From an optimization exercise on the open Yosys and OpenROAD flow, aimed at small area; shortcuts taken in it are not production practice.
Function was checked by simulation only, so behaviour that the tests miss may differ from the original.
Power is estimated from default activity; no workload was simulated.

Design mycpu_top, start of the top module:
module mycpu_top(
    input clk,
    input resetn,
    input int_in, 
    output inst_sram_en,
    output [3:0] inst_sram_wen,
    output [31:0] inst_sram_addr,
    output [31:0] inst_sram_wdata,
    input  [31:0] inst_sram_rdata,
    output data_sram_en,
    output [3:0]data_sram_wen,
    output [31:0]data_sram_addr,
    output [31:0]data_sram_wdata,
    input  [31:0]data_sram_rdata,
    output [31:0]debug_wb_pc,
    output [3:0] debug_wb_rf_wen,
    output [4:0] debug_wb_rf_wnum,
    output [31:0]debug_wb_rf_wdata,
    output over
    );
wire rst = ~resetn;
function [29:0] inc30(input [29:0] a);
    integer i, j;
    reg [5:0] bc;
    reg c;
    begin
        bc[0] = 1'b1;
        for (j = 1; j < 6; j = j + 1)
            bc[j] = bc[j-1] & (&a[5*(j-1) +: 5]);
        for (i = 0; i < 30; i = i + 1) begin
            c = bc[i/5];
            for (j = 5 * (i / 5); j < i; j = j + 1)
                c = c & a[j];
            inc30[i] = a[i] ^ c;
        end
    end
endfunction
function [29:0] addsx(input [29:0] a, input [15:0] b);
    integer i;
    reg c, s;
    begin
        c = 1'b0;
        for (i = 0; i < 16; i = i + 1) begin
            addsx[i] = a[i] ^ b[i] ^ c;
            c = (a[i] & b[i]) | (a[i] & c) | (b[i] & c);
        end
        s = b[15];
        c = c ^ s;
        for (i = 16; i < 30; i = i + 1) begin
            addsx[i] = a[i] ^ c;
            c = (a[i] ^ s) & c;
        end
    end
endfunction
function [29:0] add30(input [29:0] a, input [29:0] b);
    integer i;
    reg c;
    begin
        c = 1'b0;
        for (i = 0; i < 30; i = i + 1) begin
            add30[i] = a[i] ^ b[i] ^ c;
            c = (a[i] & b[i]) | (a[i] & c) | (b[i] & c);
        end
    end
endfunction
assign inst_sram_en    = 1'b1;
assign inst_sram_wen   = 4'b0000;
assign inst_sram_wdata = 32'b0;
assign data_sram_en    = 1'b1;
reg  [31:0] pc;
reg  [1:0]  stall;           
reg         isj_m;           
reg  [31:0] rd1_e;           
wire        pc_stall = |stall;
wire [31:0] pc_plus4 = {inc30(pc[31:2]), pc[1:0]};
wire [31:0] pc_in = isj_m ? rd1_e : (pc_stall ? pc : pc_plus4);
  ...
==> flow/config.mk <==
export PLATFORM = sky130hd
export DESIGN_NAME = mycpu_top
export DESIGN_NICKNAME = mycpu_top
export VERILOG_FILES = /design/flow/design.v
export SDC_FILE = /design/flow/constraint.sdc
export NUM_CORES = 4
export LEC_CHECK = 0
export CAP_MARGIN = 20
export CORE_MARGIN = 2
export CORE_UTILIZATION = 30
export SLEW_MARGIN = 20
==> flow/constraint.sdc <==
create_clock -name core_clock -period 11.0 [get_ports {clk}]
set_input_delay 2.2000 -clock core_clock [delete_from_list [all_inputs] [get_ports {clk}]]
set_output_delay 2.2000 -clock core_clock [all_outputs]
set_load 0.01 [all_outputs]
run.sh (not shown) runs the stock make flow with config.mk's settings and CLKGATE_MAP_FILE= SYNTH_SCRIPT=/design/flow/synth_recipe.tcl, a recipe that flattens the netlist after the stock synthesis.
The first run ran to the end with no violations.
==> next run, changes <==
--- a/flow/design.v
+++ b/flow/design.v
@@ -135,34 +135,23 @@
 always @(negedge clk)
     rt_val <= rfr;
 wire [31:0] rd1 = (rw_e && wr_e == a1) ? alu_out_e :
                   (rw_m && wr_m == a1) ? result_m : rfr;
 wire [31:0] rd2 = (rw_e && wr_e == a2) ? alu_out_e :
                   (rw_m && wr_m == a2) ? result_m : rt_val;
 reg [31:0] ir_e;
-reg        alu_src, sub_mode;    
-wire [5:0] op_d = ir_d[31:26];
-wire [5:0] fn_d = ir_d[5:0];
-wire alu_src_d = (op_d == 6'b001000) | (op_d == 6'b001001) | (op_d == 6'b001100) |
-                 (op_d == 6'b001101) | (op_d == 6'b001110) | (op_d == 6'b001111) |
-                 (op_d == 6'b100011) | (op_d == 6'b101011);
-wire sub_d = (op_d == 6'b000100) | (op_d == 6'b000101) | (op_d == 6'b000001) |
-             ((op_d == 6'b000000) & ((fn_d == 6'b100010) | (fn_d == 6'b100011) |
-                                     (fn_d == 6'b101010) | (fn_d == 6'b101011)));
 reg        v_e;
 reg [31:0] rd2_e;
 wire       br_e;
 wire [31:0] tgt_e;
 always @(posedge clk or posedge rst)
     if (rst) begin
         ir_e <= 32'b0; v_e <= 1'b0; rd2_e <= 32'b0;
-        alu_src <= 1'b0; sub_mode <= 1'b0;
     end else begin
         ir_e <= ir_d; v_e <= v_d; rd2_e <= rd2;
-        alu_src <= alu_src_d; sub_mode <= sub_d;
     end
 always @(posedge clk)
     rd1_e <= br_e ? tgt_e : rd1;
 wire [5:0] op = ir_e[31:26];
 wire [5:0] fn = ir_e[5:0];
 wire rtype = (op == 6'b000000);
 wire r_add  = rtype & ((fn == 6'b100000) | (fn == 6'b100001));
@@ -189,23 +178,25 @@
 wire i_jal  = (op == 6'b000011);
 wire c_add = r_add | i_addi | i_lw | i_sw;
 wire c_sub = r_sub | i_beq | i_bne | i_bgez;
 wire c_and = r_and | i_andi;
 wire c_or  = r_or  | i_ori;
 wire c_xor = r_xor | i_xori;
 wire reg_dst = i_addi | i_andi | i_ori | i_xori | i_lui | i_lw;
+wire alu_src = reg_dst | i_sw;
 wire unsign  = i_ori | i_xori;
 assign br_e  = i_beq | i_bne | i_bgez | i_j | i_jal | r_jr;
 wire   stl_e = br_e | i_lw | i_sw;    
 assign rw_e = r_add | r_sub | r_and | r_or | r_xor | r_slt | r_sltu | r_srl | r_sll |
               reg_dst | i_jal;
 assign wr_e = i_jal ? 5'd31 : reg_dst ? ir_e[20:16] : ir_e[15:11];
 wire [31:0] imm  = {{16{~unsign & ir_e[15]}}, ir_e[15:0]};
 wire [31:0] num1 = rd1_e;
 wire [31:0] num2 = alu_src ? imm : rd2_e;
+wire        sub_mode = c_sub | r_slt | r_sltu;
 wire [32:0] sum;
 bk_add32 alu_add(.a(num1), .b(sub_mode ? ~num2 : num2), .cin(sub_mode), .s(sum));
 wire        ltu = ~sum[32];
 wire        slt = (num1[31] ^ num2[31]) ? num1[31] : ltu;
 wire [4:0]  sh  = ir_e[10:6];
 function [31:0] rev(input [31:0] x);
     integer i;
After rerunning:
- The changed run finished clean
- final area goes down by 1.6%
- setup slack degrades by 0.81 ns
- register-to-register slack degrades by 0.45 ns
- core utilization goes up by 0.21 points
- final cell count goes down by 1.7%
- non-clock buffer count goes up by 30

========
## oak
mycpu_top, a different RTL version from the one above (not shown whole).
Size: ~4,100 cells after synthesis, about 1,400 flip-flops, roughly 280 I/O pins, roughly 0.057 mm^2 of cells after synthesis.
## mycpu_top
module mycpu_top(
    input clk,
    input resetn,
    input int_in, 
    output inst_sram_en,
    output [3:0] inst_sram_wen,
    output [31:0] inst_sram_addr,
    output [31:0] inst_sram_wdata,
    input  [31:0] inst_sram_rdata,
    output data_sram_en,
    output [3:0]data_sram_wen,
    output [31:0]data_sram_addr,
    output [31:0]data_sram_wdata,
    input  [31:0]data_sram_rdata,
    output [31:0]debug_wb_pc,
    output [3:0] debug_wb_rf_wen,
    output [4:0] debug_wb_rf_wnum,
    output [31:0]debug_wb_rf_wdata,
    output over
    );
clock: 11.0 ns
lec_check: 0
cap_margin: 20
core_margin: 2
core_utilization: 45
place_density: 0.65
slew_margin: 20
standard.sh (not shown) runs the stock make flow with config.mk's settings and CLKGATE_MAP_FILE= SYNTH_SCRIPT=/design/flow/synth_recipe.tcl, a recipe that flattens the netlist after the stock synthesis.
==> flow/flow/run.sh <==
#!/bin/bash
# Standard ORFS layout (the standard.sh and synthesis script), with three
# knobs the flow settings do not reach:
#  - Yosys's ABC pass maps the logic with an area-oriented script
#    (flow/abc_map.script: one &nf mapping with the delay relaxed) instead
#    of ORFS's five-round delay-oriented one; registers are untouched;
#  - port buffers use the smallest buffer cell instead of clkdlybuf4s50_1;
#  - clock tree sink clusters of up to 30 flops within 70 um, no dummy loads.
# If the routed layout still has an antenna violation or routing DRC, the
# layout is redone at a slightly different core utilization (45% first).
set -uo pipefail
work=$(pwd)
rm -rf "$work/orfs_scripts"
cp -r "$FLOW_HOME/scripts" "$work/orfs_scripts"
cp "$work/flow/abc_map.script" "$work/orfs_scripts/abc_speed.script"
export SCRIPTS_DIR="$work/orfs_scripts"
export BUFFER_PORTS_ARGS="-buffer_cell sky130_fd_sc_hd__buf_1"
export CTS_ARGS="-sink_clustering_enable -repair_clock_nets -sink_clustering_size 30 -sink_clustering_max_diameter 70 -dont_use_dummy_load"

layout_ok() {
    local res=orfs/results/sky130hd/mycpu_top/base
    [[ -f $res/6_final.odb && -f out/final.def ]] || return 1
    openroad -no_init -exit flow/check.tcl > "check_$1.log" 2>&1 || return 1
    grep -q "^ANT 0$" "check_$1.log" || return 1
    # the detailed router's own final violation count
    local last
    last=$(grep "Number of violations" orfs/logs/sky130hd/mycpu_top/base/5_2_route.log | tail -n 1)
    [[ -z "$last" || "$last" == *"= 0."* ]]
}

bash standard.sh > standard_flow.log 2>&1
if layout_ok first; then exit 0; fi
for u in 40 50; do
    mv orfs "orfs_before_u$u"
    rm -f out/final.def
    bash standard.sh "CORE_UTILIZATION=$u" finish > "standard_flow_u$u.log" 2>&1
    if layout_ok "u$u"; then exit 0; fi
done
exit 0
==> flow/flow/abc_map.script <==
&get -n
&st
&syn2
&dch -f
&nf -R 1000
&put
buffer -c
topo
stime -c
upsize -c
dnsize -c
==> flow/flow/check.tcl <==
# Count antenna violations on the finished layout.
read_db orfs/results/sky130hd/mycpu_top/base/6_final.odb
puts "ANT [check_antennas]"
#### Input delta (pine over oak)
--- a/flow/design.v
+++ b/flow/design.v
@@ -112,18 +112,20 @@
 wire [4:0] a2 = v_d ? ir_d[20:16] : 5'd0;       
 wire        rw_e;
 wire [4:0]  wr_e;
 wire [31:0] alu_out_e;
 reg         rw_m;
 reg  [4:0]  wr_m;
 wire [31:0] result_m;
 reg  ph_p, ph_n;
-always @(posedge clk) ph_p <= ~ph_p;
-always @(negedge clk) ph_n <= ph_p;
+always @(posedge clk) ph_p <= ~ph_n;
+always @(negedge clk or posedge rst)
+    if (rst) ph_n <= 1'b0;
+    else     ph_n <= ph_p;
 wire ph_hi = ph_p ^ ph_n;
 wire [4:0]  ra  = ph_hi ? a2 : a1;
 wire fw  = rw_w & (wr_w == ra);                         
 wire [31:0] sel = (32'b1 << ra) & ~we;
 reg  [31:0] rfr;
 integer k;
 always @* begin
     rfr = {32{fw}} & result_w;
@@ -209,21 +211,18 @@
 wire [4:0]  sh  = ir_e[10:6];
 function [31:0] rev(input [31:0] x);
     integer i;
     for (i = 0; i < 32; i = i + 1) rev[i] = x[31-i];
 endfunction
 wire [31:0] shr = (r_sll ? rev(num2) : num2) >> sh;
 assign over = (c_add | c_sub) & (num1[31] == num2[31]) & (num1[31] != sum[31]);
 wire [3:0] lu_tt = {c_and | c_or | r_jr, c_or | c_xor | r_jr, c_or | c_xor, 1'b0};
-reg  [31:0] lu;
-integer b;
-always @*
-    for (b = 0; b < 32; b = b + 1)
-        lu[b] = lu_tt[{num1[b], num2[b]}];
+wire [31:0] lu = ({32{lu_tt[3]}} & num1 & num2) | ({32{lu_tt[2]}} & num1 & ~num2) |
+                 ({32{lu_tt[1]}} & ~num1 & num2);
 assign alu_out_e =
       ({32{c_add | c_sub}} & sum[31:0])
     | lu
     | ({32{i_lui}}  & {ir_e[15:0], 16'b0})
     | ({32{r_slt}}  & {31'b0, slt})
     | ({32{r_sltu}} & {31'b0, ltu})
     | ({32{r_srl}}  & shr)
     | ({32{r_sll}}  & rev(shr))
==> comparison <==
- Number of library cell types mapped by synthesis sits lower in pine than in oak.
- oak → pine: post-route worst setup slack grew by 0.016 ns; vertical die dimension comparable; core utilization has increased; sequential logic power has increased.
- The met2 track demand over resource of pine is higher than that of oak.
- [diff] power, pine relative to oak: regression
- Net switching power figure (pine vs. oak) increases by more than 10%
- Global-route usage: pine > oak
- The sequential fraction of design power number comes out higher for oak vs pine.
- On share of flip-flops with an asynchronous set or reset, pine and oak are basically level.
- oak ended up with ph_n$_DFF_N_ as its worst setup path startpoint; pine ended up with ph_n$_DFF_NN0_.
- Between oak and pine, the flow reports final area decreasing slightly.
- NOTE final-layout clock buffer total oak->pine decreased slightly
